This is an optimization exercise on Yosys and OpenROAD, whose aim is a short achievable clock period and few clock cycles, not a production implementation.
No run shown here included a check of the RTL's function; only the layout flow was run.
No activity file was given, so power comes from the tool's default toggle rates.

===== flow/run.sh =====
#!/bin/bash
# synth_recipe.tcl (not shown) runs the flow's synth.tcl, then flattens the netlist and writes it again
# the make line also repeats each setting of config.mk as NAME=value (left out here)
make -C /OpenROAD-flow-scripts/flow DESIGN_CONFIG=/design/flow/config.mk WORK_HOME=/design/flow/orfs CLKGATE_MAP_FILE= SYNTH_SCRIPT=/design/flow/synth_recipe.tcl finish

===== flow/config.mk =====
export PLATFORM = sky130hd
export DESIGN_NAME = SingleCycle_MIPS
export DESIGN_NICKNAME = SingleCycle_MIPS
export VERILOG_FILES = /design/flow/design.v
export SDC_FILE = /design/flow/constraint.sdc
export NUM_CORES = 8
export LEC_CHECK = 0
export ABC_CLOCK_PERIOD_IN_PS = 1000
export CAP_MARGIN = 20
export CORE_MARGIN = 2
export CORE_UTILIZATION = 40
export SETUP_SLACK_MARGIN = 5.0
export SLEW_MARGIN = 20

===== flow/constraint.sdc =====
create_clock -name core_clock -period 7.5 [get_ports {clk}]
set_input_delay 1.5000 -clock core_clock [delete_from_list [all_inputs] [get_ports {clk}]]
set_output_delay 1.5000 -clock core_clock [all_outputs]
set_load 0.01 [all_outputs]

===== flow/design.v =====
module SingleCycle_MIPS(
    clk,
    rst_n,
    IR_addr,
    IR,
    ReadDataMem,
    CEN,
    WEN,
    A,
    ReadData2,
    OEN
);
    input         clk, rst_n;
    input  [31:0] IR;
    output [31:0] IR_addr;
    input  [31:0] ReadDataMem;
    output        CEN;
    output        WEN;
    output  [6:0] A;
    output [31:0] ReadData2;
    output        OEN;
    reg  [9:0]  pc_F;            
    reg  [9:0]  pcn_F;           
    reg         v_D;
    reg  [31:0] ir_D;
    reg  [9:0]  pc_D;
    reg  [9:0]  bt_D;            
    reg  [31:0] rA, rB;          
    reg         hzA, hzB;        
    reg         byA, byB;        
    reg         bwA, bwB;        
    reg         we_E;            
    reg  [4:0]  rd_E;
    reg         eLW, eAND, eOR, eARI, eSLT;
    reg         cin_E;           
    reg  [31:0] a_E, b_E;
    reg  [31:0] bb_E;            
    reg  [31:0] an_E, bbn_E;     
    reg         cen_E, wen_E;
    reg  [6:0]  addr_E;
    reg  [31:0] sd_E;
    reg         we_M;
    reg  [4:0]  rd_M;
    reg  [31:0] res_M;
    reg  [31:0] res_W;           
    reg  [31:0] rf [0:31];
    reg  [9:0]  ras [0:7];
    reg  [7:0]  fv;
    reg  [9:0]  fkey [0:7];
    reg  [9:0]  ftgt [0:7];
    reg  [2:0]  fnext;
    reg         fpend;           
    reg  [9:0]  fpkey, fptgt;
    assign IR_addr   = {20'd0, pc_F, 2'b00};
    assign CEN       = cen_E;
    assign WEN       = wen_E;
    assign A         = addr_E;
    assign ReadData2 = sd_E;
    assign OEN       = 1'b0;
    integer i, k;
    wire [31:0] sum   = a_E + bb_E + {31'd0, cin_E};
    wire        slt_y = $signed(a_E) < $signed(b_E);
    wire [31:0] res_E = ({32{eLW}}  & ReadDataMem) |
                        ({32{eAND}} & (a_E & b_E)) |
                        ({32{eOR}}  & (a_E | b_E)) |
                        ({32{eARI}} & sum) |
                        {31'd0, eSLT & slt_y};
    wire [9:0]  pc  = ~pcn_F;
    wire [5:0]  op  = ir_D[31:26];
    wire [4:0]  rt  = ir_D[20:16];
    wire [4:0]  rdf = ir_D[15:11];
    wire [5:0]  fn  = ir_D[5:0];
    wire [15:0] imm = ir_D[15:0];
    wire isR   = (op == 6'h00);
    wire isLW  = (op == 6'h23);
    wire isSW  = (op == 6'h2b);
    wire isBEQ = (op == 6'h04);
    wire isJAL = (op == 6'h03);
    wire isJR  = isR & (fn == 6'h08);
    wire wr_D  = isR | isLW | isJAL;
    wire [4:0] dst_D = isJAL ? 5'd31 : isR ? rdf : rt;
    wire dADD = isR & (fn[3:0] == 4'b0000);
    wire dSUB = isR & (fn[3:0] == 4'b0010);
    wire dOR  = isR & (fn[3:0] == 4'b0101);
    wire dSLT = isR & (fn[3:0] == 4'b1010);
    wire dAND = isR & ~dADD & ~dSUB & ~dOR & ~dSLT;
    wire sub_D = dSUB | dSLT;
    wire [31:0] vA = byA ? res_M : bwA ? res_W : rA;
    wire [31:0] vB = byB ? res_M : bwB ? res_W : rB;
    wire [31:0] w  = hzA ? vB : vA;                   
    wire [31:0] ta = ~an_E;
    wire [31:0] tb = ~bbn_E;
    wire [31:0] pp = ta ^ tb;
    wire [31:0] gg = ta & tb;
    wire [31:0] cw1 = {gg[30:0], cin_E};              
    wire [31:0] cw0 = {gg[30:0] | pp[30:0], cin_E};   
    wire [31:0] sel1 = {w[30:0], 1'b1};
    reg  [31:0] zsel;
    always @(*) for (k = 0; k < 32; k = k + 1) zsel[k] = sel1[k] ? (pp[k] ^ cw1[k]) : (pp[k] ^ cw0[k]);
    wire e_arith = ~|(w ^ zsel);
    wire [31:0] xl = eLW ? ReadDataMem : eAND ? (ta & tb) : (ta | tb);
    wire e_logic = (xl == w);
    wire e_slt = ~|w[31:1] & (w[0] == slt_y);
    wire eqE = eARI ? e_arith : eSLT ? e_slt : e_logic;
    wire eqAB = (vA == vB);
    wire beq_eq = (hzA & hzB) | ((hzA | hzB) ? eqE : eqAB);
    wire stall = v_D & isJR & hzA;
    wire go_D  = v_D & ~stall;
    wire [8:0] ea_D = vA[8:0] + imm[8:0];
    wire [8:0] ea_S = ta[8:0] + tb[8:0] + {8'd0, cin_E} + imm[8:0];
    wire [8:0] ea_L = xl[8:0] + imm[8:0];
    wire [8:0] ea_T = {8'd0, slt_y} + imm[8:0];
    wire [8:0] ea = ~hzA ? ea_D : eARI ? ea_S : eSLT ? ea_T : ea_L;
    wire [10:0] link = {1'b0, pc_D} + 11'd1;
    wire taken   = v_D & isBEQ & beq_eq;
    wire redir_B = taken & (bt_D != pc);
    wire redir_J = v_D & isJR & ~hzA & (vA[11:2] != pc);
    wire redir   = redir_B | redir_J;
    wire [9:0] redir_pc = isJR ? vA[11:2] : bt_D;
    wire [31:0] fA = hzA ? res_E : isJAL ? {19'd0, link, 2'b00} : vA;
    wire [31:0] fB = hzB ? res_E : isJAL ? 32'd0 : vB;
    wire [31:0] fBB = sub_D ? ~fB : fB;
    wire f_j  = (IR[31:27] == 5'b00001);      
    wire f_jj = (IR[31:26] == 6'h02);         
    wire f_jr = (IR[31:26] == 6'h00) & (IR[5:0] == 6'h08);
    wire [9:0] pc_seq = pc + 10'd1;
    wire [9:0] ras_top = (v_D & isJAL) ? link[9:0] : (v_D & isJR) ? ras[1] : ras[0];
    reg        fhit, fdup;
    reg  [9:0] fpred;
    always @(*) begin
        fhit = 1'b0; fdup = 1'b0; fpred = 10'd0;
        for (k = 0; k < 8; k = k + 1) begin
            if (fv[k] && fkey[k] == pc) begin fhit = 1'b1; fpred = fpred | ftgt[k]; end
            if (fv[k] && fkey[k] == fpkey) fdup = 1'b1;
        end
    end
    reg  [31:0] rf_A, rf_B;
    always @(*) begin
        rf_A = 32'd0;
        rf_B = 32'd0;
        for (k = 0; k < 32; k = k + 1) begin
            rf_A = rf_A | ({32{IR[25:21] == k}} & rf[k]);
            rf_B = rf_B | ({32{IR[20:16] == k}} & rf[k]);
        end
    end
    wire [9:0] pc_pred = f_j ? IR[9:0] : f_jr ? ras_top : fhit ? fpred : pc_seq;
    wire [9:0] pc_nx = redir ? redir_pc : stall ? pc : pc_pred;
    wire uA = ~f_j;                           
    always @(posedge clk or negedge rst_n) begin
        if (~rst_n) begin
            pc_F <= 10'd0; pcn_F <= 10'h3ff;
            v_D <= 1'b0; ir_D <= 32'd0; pc_D <= 10'd0; bt_D <= 10'd0;
            rA <= 32'd0; rB <= 32'd0;
            hzA <= 1'b0; hzB <= 1'b0; byA <= 1'b0; byB <= 1'b0; bwA <= 1'b0; bwB <= 1'b0;
            we_E <= 1'b0; rd_E <= 5'd0;
            eLW <= 1'b0; eAND <= 1'b0; eOR <= 1'b0; eARI <= 1'b0; eSLT <= 1'b0; cin_E <= 1'b0;
            a_E <= 32'd0; b_E <= 32'd0; bb_E <= 32'd0;
            an_E <= 32'hffffffff; bbn_E <= 32'hffffffff;
            cen_E <= 1'b1; wen_E <= 1'b1; addr_E <= 7'd0; sd_E <= 32'd0;
            we_M <= 1'b0; rd_M <= 5'd0; res_M <= 32'd0; res_W <= 32'd0;
            for (i = 0; i < 32; i = i + 1) rf[i] <= 32'd0;
            for (i = 0; i < 8; i = i + 1) begin
                ras[i] <= 10'd0; fkey[i] <= 10'd0; ftgt[i] <= 10'd0;
            end
            fv <= 8'd0; fnext <= 3'd0; fpend <= 1'b0; fpkey <= 10'd0; fptgt <= 10'd0;
        end else begin
            pc_F  <= pc_nx;
            pcn_F <= ~pc_nx;
            if (!stall) begin
                hzA  <= uA & v_D & wr_D & (IR[25:21] == dst_D);
                hzB  <= uA & v_D & wr_D & (IR[20:16] == dst_D);
                byA  <= we_E & (IR[25:21] == rd_E);
                byB  <= we_E & (IR[20:16] == rd_E);
                bwA  <= we_M & (IR[25:21] == rd_M);
                bwB  <= we_M & (IR[20:16] == rd_M);
                rA   <= rf_A;
                rB   <= rf_B;
                ir_D <= IR;
                pc_D <= pc;
                bt_D <= pc + 10'd1 + IR[9:0];
            end else begin
                hzA  <= 1'b0;
                hzB  <= 1'b0;
                byA  <= hzA;
                byB  <= hzB;
                bwA  <= 1'b0;
                bwB  <= 1'b0;
                rA   <= vA;
                rB   <= vB;
            end
            v_D <= ~redir;
            fpend <= f_jj;
            fpkey <= pc - 10'd1;
            fptgt <= IR[9:0];
            if (fpend && !fdup) begin
                fv[fnext]   <= 1'b1;
                fkey[fnext] <= fpkey;
                ftgt[fnext] <= fptgt;
                fnext       <= fnext + 3'd1;
            end
            if (go_D & isJAL) begin
                for (i = 7; i > 0; i = i - 1) ras[i] <= ras[i-1];
                ras[0] <= link[9:0];
            end else if (go_D & isJR) begin
                for (i = 0; i < 7; i = i + 1) ras[i] <= ras[i+1];
            end
            we_E  <= go_D & wr_D;
            rd_E  <= dst_D;
            eLW   <= isLW;
            eAND  <= dAND;
            eOR   <= dOR;
            eARI  <= dADD | dSUB | isJAL;
            eSLT  <= dSLT;
            cin_E <= sub_D;
            a_E   <= fA;
            an_E  <= ~fA;
            b_E   <= fB;
            bb_E  <= fBB;
            bbn_E <= ~fBB;
            cen_E <= ~(go_D & (isLW | isSW));
            wen_E <= ~(go_D & isSW);
            addr_E <= ea[8:2];
            sd_E  <= fB;
            we_M  <= we_E;
            rd_M  <= rd_E;
            res_M <= res_E;
            res_W <= res_M;
            if (we_M)
                for (i = 0; i < 32; i = i + 1)
                    if (i == rd_M) rf[i] <= res_M;
        end
    end
endmodule

==> results.yml, run 1 <==
sta:
  final_hold_viol_count: 0
  maxClockFrequency_mhz: 257
  setup_violations: 0
  totalNegativeSetupSlack_ps: 0
  worst_slew_margin_rel: 0.197
  finClkSkew_ps: 57.4
  grt_setup_unrepaired: "yes"
  share_of_the_cycle_needed_by_the_critical_path_after_routing: 0.518
  max_slew.worst_pin.slew_ps: 1200
  finalWorstPathRequiredPeriod_ps: 3890
  slew_violations: 0
hold_path:
  worst_hold_path.num_cells: 0
  hold_path_startpoint: "we_E"
  min_path_type: "reg2reg"
  holdPathEnd: "we_M"
clock_tree:
  cts_max_path_buffers: 3
  h-tree-depth: 4
  worst_skew_pair.late_latency_ps: 870
  cts-root-buf: "sky130_fd_sc_hd__clkbuf_16"
  cts_tree: "done"
  clock_sinks: 1683
  cts-buffers-inserted: 176
  clkTransAtPathRegs_ps: 60
logic_synthesis:
  postSynthAreaPerCell_sq_um: 11.4
  netlist-cell-type-count: 81
  synth.yosys.seq_area_share: 0.484
  synth-async-reset-ratio: 1.00
  synthesized_instance_count: 7635
  netlist_area_sq_mm: 0.0873
  synth-edff-count: 0
  synthesis_warnings: 5
  synth_top_area_share: 0.461
  synthFlopType: "sky130_fd_sc_hd__dfrtp_1"
  post_synth_main_area_contributors: "sky130_fd_sc_hd__dfrtp_1 46%, sky130_fd_sc_hd__mux2_2 16%, sky130_fd_sc_hd__a22oi_1 5.7%"
  synth_largest_area_cell: "sky130_fd_sc_hd__dfrtp_1"
  synth-seq-cells: 1683
setup_path:
  cp_max_fo: 11
  worstSetupPathType: "reg2reg"
  timing.critical_path.to_type: "flop"
  worst-endpoint-required_ps: 8240
  reg2reg_slack_ps: 3610
  critPathLaunch: "bwA"
  critical_path.reg2reg.endpoint: "pc_F[1]"
  timing.reg2reg.worst_path_depth: 15
  worstSetupStartpointType: "flop"
  crit_arrival_ps: 4630
  worst_r2r_start: "bwA"
power_and_ir_drop:
  vdd_drop_max_v: 0.000201
  leakage_nw: 52.0
  power.density_mw_per_mm2: 202
  fin_total_pwr_mw: 22.8
run:
  maxCapViolations: 0
finish:
  layout.area.seq_sq_mm: 0.0423
  final_core_utilization: 0.519
  drive_gt1_frac: 0.412
  multi_input_comb_area_sq_mm: 0.0482
  syn2layout_area_growth_pct: 28.9
  fill_cells: 18115
  design_area_sq_mm: 0.113
  finalNetCount: 8533
detailed_routing:
  drc_errors: 0
  routed_via_count: 77181
  number_of_vias_per_cell_after_detailed_routing: 6.86
  wl_per_cell_microns: 37.0
  routed_wl_mm: 416
  detailedRoute.firstPassIterationCount: 12
  drt_iter0_markers: 12779
  antenna_left: 0
global_route:
  global_route_wire_length_before_repair_mm: 569
  maximum_number_of_pins_on_one_net_before_global_route_repair: 176
  grt_util_all_layers: 0.358
  grt_antenna_before_repair: 20
  via_count_of_the_first_global_routing_pass: 74225
  grt_overflow: 0
floorplanning:
  floorplan.die_area_sq_mm: 0.222
  die_boundary_width_microns: 471
  num_rows: 171
  core-area_sq_mm: 0.217
  initial_core_util: 0.402
  vertical_extent_of_the_die_microns: 471
  num_io_pins: 140
placed_design:
  placedInstanceArea_sq_mm: 0.0937
  place_congestion: 0.977
  io_buffers: 115
  detailedPlacementHpwl_mm: 231
run_status:
  status: "timing/DRC/antenna clean"
## stage by stage
| step | std cells | setup WS [ps] | hold slack [ps] |
|---|---|---|---|
| 2_1_floorplan | 7657 | 4000 | 373 |
| 3_3_place_gp | 10237 | 2120 | 431 |
| 3_5_place_dp | 10240 | 2050 | 420 |
| 4_1_cts | 11086 | 3690 | 441 |
| 5_1_grt | 11236 | 3590 | 464 |
| 6_report | 11247 | 3610 | 446 |
## final cells by class
cell class,instances,area share
clock buffer,258,0.0455
clock inverter,67,0.00853
tap,2854,0.0317
timing repair buffer,1008,0.101
sequential,1683,0.376
multi-input combinational,5114,0.428
antenna,19,0.000422
inverter,244,0.00820
## flip-flops by register name (all words and copies together) (netlist names), 80 cells and up
signal  count
rf       1024
fkey       80
ras        80
ftgt       80
## placed cells by master (no fill, tap or decap), drive strengths merged, types with 39 or more instances in the layout
cell and instances:
a21oi 141, a221oi 225, a22o 220, a22oi 666, a32oi 54, buf 944
clkbuf 270, clkdlybuf4s50 50, clkinv 39, dfrtp 1607, dfstp 76, ha 229
inv 249, mux2 1263, mux2i 113, nand2 455, nand3 119, nand4 208
nor2 243, nor3 80, nor4 101, o21ai 138, xnor2 258, xor2 199
## worst max-delay path: stages (launching register included)
cell,delay [ps]
sky130_fd_sc_hd__dfrtp_4,530
sky130_fd_sc_hd__buf_12,190
sky130_fd_sc_hd__buf_8,170
sky130_fd_sc_hd__mux2_2,250
sky130_fd_sc_hd__mux2i_4,70
sky130_fd_sc_hd__buf_12,190
sky130_fd_sc_hd__o21ai_4,200
sky130_fd_sc_hd__mux2i_1,260
sky130_fd_sc_hd__xnor2_1,120
sky130_fd_sc_hd__nor4_1,300
sky130_fd_sc_hd__nand4_1,240
sky130_fd_sc_hd__nor3_2,280
sky130_fd_sc_hd__a311oi_2,150
sky130_fd_sc_hd__o21a_2,260
sky130_fd_sc_hd__buf_12,160
sky130_fd_sc_hd__mux2_4,340
## how the worst max path moves through the flow
stage | to | slack [ps] | depth (start not counted)
4_1_cts | pc_F[1] | 3690 | 14
3_3_place_gp | rA[29] | 2120 | 9
2_1_floorplan | addr_E[6] | 4000 | 11
6_report | pc_F[1] | 3610 | 15
5_1_grt | pc_F[0] | 3590 | 13
3_5_place_dp | rA[29] | 2050 | 9
## what timing repair did
item / CTS / global route
gates cloned: 57 / 13
setup buffers: 464 / 128
setup endpoints to repair: 1435 / 959
pin swaps: 290 / 234
resized for setup: 1079 / 531
hold buffers: 0 / 0
## power by group
group | switching (mW) | total [mW] | internal [mW]
registers | 0.731 | 10.2 | 9.47
logic | 1.77 | 3.22 | 1.45
clock network | 3.99 | 9.34 | 5.35
total | 6.49 | 22.8 | 16.3
## synthesized netlist by cell type (9+ instances only)
cell / instances
sky130_fd_sc_hd__o21ai_0: 131
sky130_fd_sc_hd__o21a_1: 16
sky130_fd_sc_hd__mux2_2: 1246
sky130_fd_sc_hd__o21bai_1: 18
sky130_fd_sc_hd__nand4_1: 208
sky130_fd_sc_hd__buf_2: 26
sky130_fd_sc_hd__nor2_1: 235
sky130_fd_sc_hd__or3_1: 19
sky130_fd_sc_hd__a221o_1: 19
sky130_fd_sc_hd__a21o_1: 35
sky130_fd_sc_hd__mux2i_2: 15
sky130_fd_sc_hd__inv_1: 239
sky130_fd_sc_hd__o211ai_1: 17
sky130_fd_sc_hd__nand3b_1: 9
sky130_fd_sc_hd__fa_1: 11
sky130_fd_sc_hd__buf_1: 71
sky130_fd_sc_hd__a22oi_1: 666
sky130_fd_sc_hd__and3_1: 15
sky130_fd_sc_hd__mux2_4: 10
sky130_fd_sc_hd__nor2b_1: 13
sky130_fd_sc_hd__or4_1: 9
sky130_fd_sc_hd__o2111ai_1: 10
sky130_fd_sc_hd__nor3_1: 80
sky130_fd_sc_hd__buf_4: 26
sky130_fd_sc_hd__ha_1: 229
sky130_fd_sc_hd__xor2_1: 198
sky130_fd_sc_hd__a31oi_1: 37
sky130_fd_sc_hd__a21oi_1: 141
sky130_fd_sc_hd__xnor2_1: 258
sky130_fd_sc_hd__a211oi_1: 9
sky130_fd_sc_hd__nand2_1: 443
sky130_fd_sc_hd__o31a_1: 12
sky130_fd_sc_hd__a22o_1: 220
sky130_fd_sc_hd__mux2i_1: 95
sky130_fd_sc_hd__nor4_1: 100
sky130_fd_sc_hd__clkbuf_1: 505
sky130_fd_sc_hd__a221oi_1: 225
sky130_fd_sc_hd__o31ai_1: 23
sky130_fd_sc_hd__dfstp_2: 76
sky130_fd_sc_hd__a32oi_1: 54
sky130_fd_sc_hd__and2_1: 16
sky130_fd_sc_hd__nand3_1: 119
sky130_fd_sc_hd__nand2b_1: 21
sky130_fd_sc_hd__dfrtp_1: 1607
## cell families (layout without fill, tap and decap cells)
kind of cell,count (synthesis),after routing,synth area share
simple gates,1314,1334,0.0727
xor+xnor,457,457,0.0459
buf+inv,880,1577,0.0400
mux,1376,1376,0.177
other cells,1,42,0.0000430
flops,1683,1683,0.484
compound gates,1684,1684,0.145
fa+ha+maj,240,240,0.0353
## layer usage
layer / global-route usage / routed length (microns) / vias up
li1: - / - / 29573
met1: 0.433 / 147000 / 38685
met2: 0.501 / 169000 / 6651
met3: 0.162 / 60800 / 2250
met4: 0.259 / 38700 / 22
met5: 0.0164 / 458 / -
==> inputs of run 2 (changes only) <==
--- a/flow/design.v
+++ b/flow/design.v
@@ -28,11 +28,9 @@
     reg  [31:0] rA, rB;          
     reg         hzA, hzB;        
-    reg         byA, byB;        
-    reg         bwA, bwB;        
     reg         we_E;            
     reg  [4:0]  rd_E;
     reg         eLW, eAND, eOR, eARI, eSLT;
     reg         cin_E;           
-    reg  [31:0] a_E, b_E;
+    reg  [31:0] a_E;
     reg  [31:0] bb_E;            
     reg  [31:0] an_E, bbn_E;     
@@ -43,5 +41,4 @@
     reg  [4:0]  rd_M;
     reg  [31:0] res_M;
-    reg  [31:0] res_W;           
     reg  [31:0] rf [0:31];
     reg  [9:0]  ras [0:7];
@@ -58,10 +55,25 @@
     assign ReadData2 = sd_E;
     assign OEN       = 1'b0;
-    integer i, k;
-    wire [31:0] sum   = a_E + bb_E + {31'd0, cin_E};
-    wire        slt_y = $signed(a_E) < $signed(b_E);
+    integer i, k, d;
+    wire [31:0] p0 = a_E ^ bb_E;
+    wire [31:0] g0 = a_E & bb_E;
+    reg  [31:0] G, P, Gn, Pn;
+    reg  [32:0] cy;
+    always @(*) begin
+        G = g0; P = p0;
+        for (d = 1; d < 32; d = d * 2) begin
+            for (i = 0; i < 32; i = i + 1)
+                if (i >= d) begin Gn[i] = G[i] | (P[i] & G[i-d]); Pn[i] = P[i] & P[i-d]; end
+                else begin Gn[i] = G[i]; Pn[i] = P[i]; end
+            G = Gn; P = Pn;
+        end
+        cy[0] = cin_E;
+        for (i = 0; i < 32; i = i + 1) cy[i+1] = G[i] | (P[i] & cin_E);
+    end
+    wire [31:0] sum   = p0 ^ cy[31:0];
+    wire        slt_y = a_E[31] ^ bb_E[31] ^ cy[32];
     wire [31:0] res_E = ({32{eLW}}  & ReadDataMem) |
-                        ({32{eAND}} & (a_E & b_E)) |
-                        ({32{eOR}}  & (a_E | b_E)) |
+                        ({32{eAND}} & (a_E & bb_E)) |
+                        ({32{eOR}}  & (a_E | bb_E)) |
                         ({32{eARI}} & sum) |
                         {31'd0, eSLT & slt_y};
@@ -86,7 +98,5 @@
     wire dAND = isR & ~dADD & ~dSUB & ~dOR & ~dSLT;
     wire sub_D = dSUB | dSLT;
-    wire [31:0] vA = byA ? res_M : bwA ? res_W : rA;
-    wire [31:0] vB = byB ? res_M : bwB ? res_W : rB;
-    wire [31:0] w  = hzA ? vB : vA;                   
+    wire [31:0] w  = hzA ? rB : rA;                   
     wire [31:0] ta = ~an_E;
     wire [31:0] tb = ~bbn_E;
@@ -100,13 +110,15 @@
     wire e_arith = ~|(w ^ zsel);
     wire [31:0] xl = eLW ? ReadDataMem : eAND ? (ta & tb) : (ta | tb);
-    wire e_logic = (xl == w);
+    wire e_logic = ~|(xl ^ w);
     wire e_slt = ~|w[31:1] & (w[0] == slt_y);
     wire eqE = eARI ? e_arith : eSLT ? e_slt : e_logic;
-    wire eqAB = (vA == vB);
+    wire eqAB = ~|(rA ^ rB);
     wire beq_eq = (hzA & hzB) | ((hzA | hzB) ? eqE : eqAB);
-    wire stall = v_D & isJR & hzA;
+    wire stall = v_D & ((isJR & hzA) | (isSW & hzB));
     wire go_D  = v_D & ~stall;
-    wire [8:0] ea_D = vA[8:0] + imm[8:0];
-    wire [8:0] ea_S = ta[8:0] + tb[8:0] + {8'd0, cin_E} + imm[8:0];
+    wire [8:0] ea_D = rA[8:0] + imm[8:0];
+    wire [8:0] cs_s = ta[8:0] ^ tb[8:0] ^ imm[8:0];
+    wire [8:0] cs_c = (ta[8:0] & tb[8:0]) | (ta[8:0] & imm[8:0]) | (tb[8:0] & imm[8:0]);
+    wire [8:0] ea_S = cs_s + {cs_c[7:0], cin_E};
     wire [8:0] ea_L = xl[8:0] + imm[8:0];
     wire [8:0] ea_T = {8'd0, slt_y} + imm[8:0];
@@ -115,9 +127,9 @@
     wire taken   = v_D & isBEQ & beq_eq;
     wire redir_B = taken & (bt_D != pc);
-    wire redir_J = v_D & isJR & ~hzA & (vA[11:2] != pc);
+    wire redir_J = v_D & isJR & ~hzA & (rA[11:2] != pc);
     wire redir   = redir_B | redir_J;
-    wire [9:0] redir_pc = isJR ? vA[11:2] : bt_D;
-    wire [31:0] fA = hzA ? res_E : isJAL ? {19'd0, link, 2'b00} : vA;
-    wire [31:0] fB = hzB ? res_E : isJAL ? 32'd0 : vB;
+    wire [9:0] redir_pc = isJR ? rA[11:2] : bt_D;
+    wire [31:0] fA  = hzA ? res_E : isJAL ? {19'd0, link, 2'b00} : rA;
+    wire [31:0] fB  = hzB ? res_E : isJAL ? 32'd0 : rB;
     wire [31:0] fBB = sub_D ? ~fB : fB;
     wire f_j  = (IR[31:27] == 5'b00001);      
@@ -144,4 +156,10 @@
         end
     end
+    wire byA = we_E & (IR[25:21] == rd_E);
+    wire byB = we_E & (IR[20:16] == rd_E);
+    wire bmA = we_M & (IR[25:21] == rd_M);
+    wire bmB = we_M & (IR[20:16] == rd_M);
+    wire [31:0] nA = byA ? res_E : bmA ? res_M : rf_A;
+    wire [31:0] nB = byB ? res_E : bmB ? res_M : rf_B;
     wire [9:0] pc_pred = f_j ? IR[9:0] : f_jr ? ras_top : fhit ? fpred : pc_seq;
     wire [9:0] pc_nx = redir ? redir_pc : stall ? pc : pc_pred;
@@ -151,12 +169,10 @@
             pc_F <= 10'd0; pcn_F <= 10'h3ff;
             v_D <= 1'b0; ir_D <= 32'd0; pc_D <= 10'd0; bt_D <= 10'd0;
-            rA <= 32'd0; rB <= 32'd0;
-            hzA <= 1'b0; hzB <= 1'b0; byA <= 1'b0; byB <= 1'b0; bwA <= 1'b0; bwB <= 1'b0;
+            rA <= 32'd0; rB <= 32'd0; hzA <= 1'b0; hzB <= 1'b0;
             we_E <= 1'b0; rd_E <= 5'd0;
             eLW <= 1'b0; eAND <= 1'b0; eOR <= 1'b0; eARI <= 1'b0; eSLT <= 1'b0; cin_E <= 1'b0;
-            a_E <= 32'd0; b_E <= 32'd0; bb_E <= 32'd0;
-            an_E <= 32'hffffffff; bbn_E <= 32'hffffffff;
+            a_E <= 32'd0; bb_E <= 32'd0; an_E <= 32'hffffffff; bbn_E <= 32'hffffffff;
             cen_E <= 1'b1; wen_E <= 1'b1; addr_E <= 7'd0; sd_E <= 32'd0;
-            we_M <= 1'b0; rd_M <= 5'd0; res_M <= 32'd0; res_W <= 32'd0;
+            we_M <= 1'b0; rd_M <= 5'd0; res_M <= 32'd0;
             for (i = 0; i < 32; i = i + 1) rf[i] <= 32'd0;
             for (i = 0; i < 8; i = i + 1) begin
@@ -170,10 +186,6 @@
                 hzA  <= uA & v_D & wr_D & (IR[25:21] == dst_D);
                 hzB  <= uA & v_D & wr_D & (IR[20:16] == dst_D);
-                byA  <= we_E & (IR[25:21] == rd_E);
-                byB  <= we_E & (IR[20:16] == rd_E);
-                bwA  <= we_M & (IR[25:21] == rd_M);
-                bwB  <= we_M & (IR[20:16] == rd_M);
-                rA   <= rf_A;
-                rB   <= rf_B;
+                rA   <= nA;
+                rB   <= nB;
                 ir_D <= IR;
                 pc_D <= pc;
@@ -182,10 +194,6 @@
                 hzA  <= 1'b0;
                 hzB  <= 1'b0;
-                byA  <= hzA;
-                byB  <= hzB;
-                bwA  <= 1'b0;
-                bwB  <= 1'b0;
-                rA   <= vA;
-                rB   <= vB;
+                rA   <= hzA ? res_E : rA;
+                rB   <= hzB ? res_E : rB;
             end
             v_D <= ~redir;
@@ -215,5 +223,4 @@
             a_E   <= fA;
             an_E  <= ~fA;
-            b_E   <= fB;
             bb_E  <= fBB;
             bbn_E <= ~fBB;
@@ -221,9 +228,8 @@
             wen_E <= ~(go_D & isSW);
             addr_E <= ea[8:2];
-            sd_E  <= fB;
+            sd_E  <= rB;
             we_M  <= we_E;
             rd_M  <= rd_E;
             res_M <= res_E;
-            res_W <= res_M;
             if (we_M)
                 for (i = 0; i < 32; i = i + 1)
==> results.yml, run 2 <==
clock_tree:
  worst_skew_pair.late_latency_ps: 900
  h-tree-depth: 4
  cts_max_path_buffers: 3
  hold_buffer_count_at_cts: 0
  clkTransAtPathRegs_ps: 60
  cts-buffers-inserted: 179
  cts_tree: "done"
  clock_sinks: 1647
  cts-root-buf: "sky130_fd_sc_hd__clkbuf_16"
sta:
  worst_path_setup_slack_after_routing_ps: 3720
  setup_violations: 0
  share_of_the_cycle_needed_by_the_critical_path_after_routing: 0.504
  worst_slew_margin_rel: 0.179
  slew_violations: 0
  max_slew.worst_pin.slew_ps: 1230
  final_hold_viol_count: 0
  totalNegativeSetupSlack_ps: 0
  finalWorstPathRequiredPeriod_ps: 3780
  finClkSkew_ps: 71.2
  maxClockFrequency_mhz: 265
  grt_setup_unrepaired: "yes"
logic_synthesis:
  synthesis_warnings: 5
  yosysMostFrequentCell: "sky130_fd_sc_hd__dfrtp_1"
  synthesized_instance_count: 7911
  synth.yosys.seq_area_share: 0.482
  synth_top_area_share: 0.458
  post_synth_main_area_contributors: "sky130_fd_sc_hd__dfrtp_1 46%, sky130_fd_sc_hd__mux2_2 16%, sky130_fd_sc_hd__a22oi_1 9.2%"
  netlist-cell-type-count: 78
  yosys-top-cells-count: "1571 x sky130_fd_sc_hd__dfrtp_1, 1190 x sky130_fd_sc_hd__mux2_2, 1050 x sky130_fd_sc_hd__a22oi_1, 629 x sky130_fd_sc_hd__nand2_1, 539 x sky130_fd_sc_hd__clkbuf_1"
  synth_largest_area_cell: "sky130_fd_sc_hd__dfrtp_1"
  synth-seq-cells: 1647
  netlist_area_sq_mm: 0.0858
  synthFlopType: "sky130_fd_sc_hd__dfrtp_1"
  synth-async-reset-ratio: 1.00
  synth-edff-count: 0
  postSynthAreaPerCell_sq_um: 10.8
finish:
  drive_gt1_frac: 0.401
  syn2layout_area_growth_pct: 31.3
  layout.cells.most_common: "sky130_fd_sc_hd__dfrtp_1"
  largest_register_ffs: 1024
  finalNetCount: 8713
  final_cell_mix: "1536 x sky130_fd_sc_hd__dfrtp_1, 1058 x sky130_fd_sc_hd__mux2_2, 883 x sky130_fd_sc_hd__a22oi_1, 548 x sky130_fd_sc_hd__nand2_1, 367 x sky130_fd_sc_hd__buf_4"
  post_layout_nonfiller_instances: 11478
  max_flop_register: "rf"
detailed_routing:
  wl_per_cell_microns: 36.7
  routed_wl_mm: 422
  detailedRoute.firstPassIterationCount: 12
  drt_iter0_markers: 13679
  number_of_vias_per_cell_after_detailed_routing: 6.85
  drc_errors: 0
  antenna_left: 0
  routed_via_count: 78596
global_route:
  grt_util_all_layers: 0.367
  grt_antenna_before_repair: 28
  maximum_number_of_pins_on_one_net_before_global_route_repair: 169
  via_count_of_the_first_global_routing_pass: 74649
  grt_overflow: 0
  global_route_wire_length_before_repair_mm: 571
placed_design:
  io_buffers: 115
  preCtsSetupSlack_ps: 1730
  detailedPlacementHpwl_mm: 216
  placed_cells_incl_taps: 10402
  place_congestion: 0.942
floorplanning:
  floorplan.die_area_sq_mm: 0.218
  num_rows: 169
  initial_core_util: 0.403
  vertical_extent_of_the_die_microns: 467
  num_io_pins: 140
  die_boundary_width_microns: 467
  core-area_sq_mm: 0.213
setup_path:
  critical_path.reg2reg.endpoint: "pc_F[0]"
  worst_r2r_start: "rA[7]"
  worstSetupPathType: "reg2reg"
  worstSetupStartpointType: "flop"
  reg2reg_slack_ps: 3720
  worst-endpoint-required_ps: 8250
  crit_arrival_ps: 4530
  cp_max_fo: 7
  timing.reg2reg.worst_path_depth: 7
  timing.critical_path.to_type: "flop"
hold_path:
  min_path_type: "reg2reg"
  hold_path_startpoint: "rd_E[3]"
  worst_hold_path.num_cells: 0
  holdPathEnd: "rd_M[3]"
power_and_ir_drop:
  fin_total_pwr_mw: 22.7
  power.density_mw_per_mm2: 201
  leakage_nw: 52.0
  vdd_drop_max_v: 0.000214
run:
  maxCapViolations: 0
run_status:
  status: "timing/DRC/antenna clean"
==> run 2: changes by cell type in the layout (fill, tap and decap cells not counted), sizes merged, moves of 64 or more <==
cell,delta
o21ai,+64
a22oi,+384
mux2,-64
a22o,-205
a221oi,-198
nor2,+146
nand2,+188
==> run 2: routing by layer <==
layer / wire length [microns] / share of wire / GRT usage
met1: 148000 / 0.35 / 0.438
met2: 169000 / 0.40 / 0.507
met3: 62400 / 0.15 / 0.177
met4: 41000 / 0.097 / 0.265
met5: 1180 / 0.0028 / 0.0354
==> run 2: what timing repair did <==
action,CTS,global route
cloned,65,40
setup endpoints to repair,1312,1022
gates resized for setup,1212,632
buffers inserted,481,116
pin swaps,247,185
==> run 2: how the worst max path moves through the flow <==
stage | startpoint | to | depth (start not counted)
2_1_floorplan | ReadDataMem[1] | addr_E[3] | 12
3_3_place_gp | IR[19] | rB[17] | 12
3_5_place_dp | IR[19] | rB[17] | 12
4_1_cts | a_E[2] | pc_F[0] | 13
5_1_grt | a_E[12] | pcn_F[2] | 14
6_report | rA[7] | pc_F[0] | 7
==> run 2: cell families after synthesis <==
family | synth area share
compound gates | 0.143
simple gates | 0.0920
flops | 0.482
mux | 0.168
buf+inv | 0.0411
xor+xnor | 0.0466
fa+ha+maj | 0.0274
other cells | 0.0000437
==> run 2: final cells by class <==
cell class              instances  area, sq um
inverters                     242          935
well taps                    2821         3530
diodes                         48          120
fillers                     17702       100000
clock inverters                76          986
multi-input cells            5412        47800
flip-flops and latches       1647        41400
clock buffers                 249         5140
repair buffers                983        12700
==> run 2: where the power goes <==
group	internal [mW]	switching (mW)	leakage (nW)	total, mW
Sequential	9.31	0.761	22.3	10.1
Combinational	1.48	1.78	26.6	3.26
Clock	5.36	4.00	3.00	9.36
Total	16.1	6.55	52.0	22.7
==> run 2: critical path, stage by stage, from the launching register on <==
cell and delay, ps:
sky130_fd_sc_hd__dfrtp_1 740, sky130_fd_sc_hd__xor2_1 430, sky130_fd_sc_hd__nor4_2 560, sky130_fd_sc_hd__nand4_1 410
sky130_fd_sc_hd__o31ai_4 640, sky130_fd_sc_hd__a211o_4 210, sky130_fd_sc_hd__o311a_4 330, sky130_fd_sc_hd__mux2_4 330
==> run 2: stage by stage <==
stage          cell area (sq um)   util  hold WS, ps
6_report                  113000  0.529          421
2_1_floorplan              89100      -          373
3_3_place_gp               91600  0.430          424
5_1_grt                   113000  0.529          449
4_1_cts                   108000  0.508          440
3_5_place_dp               91600  0.431          424

[re-timing with driven ports]
The flow's constraints put no driver on any port. The routed layouts listed below were extracted and timed again, unchanged, in two steps. Step 1 (the two cells are an assumption about what drives the block):
set clk [get_ports {clk}]
set_driving_cell -lib_cell sky130_fd_sc_hd__clkbuf_16 $clk
set_driving_cell -lib_cell sky130_fd_sc_hd__buf_2 [delete_from_list [all_inputs] $clk]
Step 2, shift: input delay + t, output delay - t, t = (earliest + latest rising clock arrival at the registers) / 2. This alone moves slack from input paths to output paths. a / b / c = ideal / step 1 / step 2; a / b = the first two.
run	shift t [ns]	setup slack, ns	worst setup path at the end	clock arrival spread, ns	pins driven straight from the clock port
run 1	0.944	3.611 / 3.611 / 3.035	input to register	0.072 / 0.072	1
run 2	0.954	3.721 / 3.721 / 3.042	input to register	0.080 / 0.080	1
After both steps every run listed still meets setup and hold. The setup slack of run 2, which loses most, moves by 0.000 ns with the drivers and by -0.679 ns with both steps.
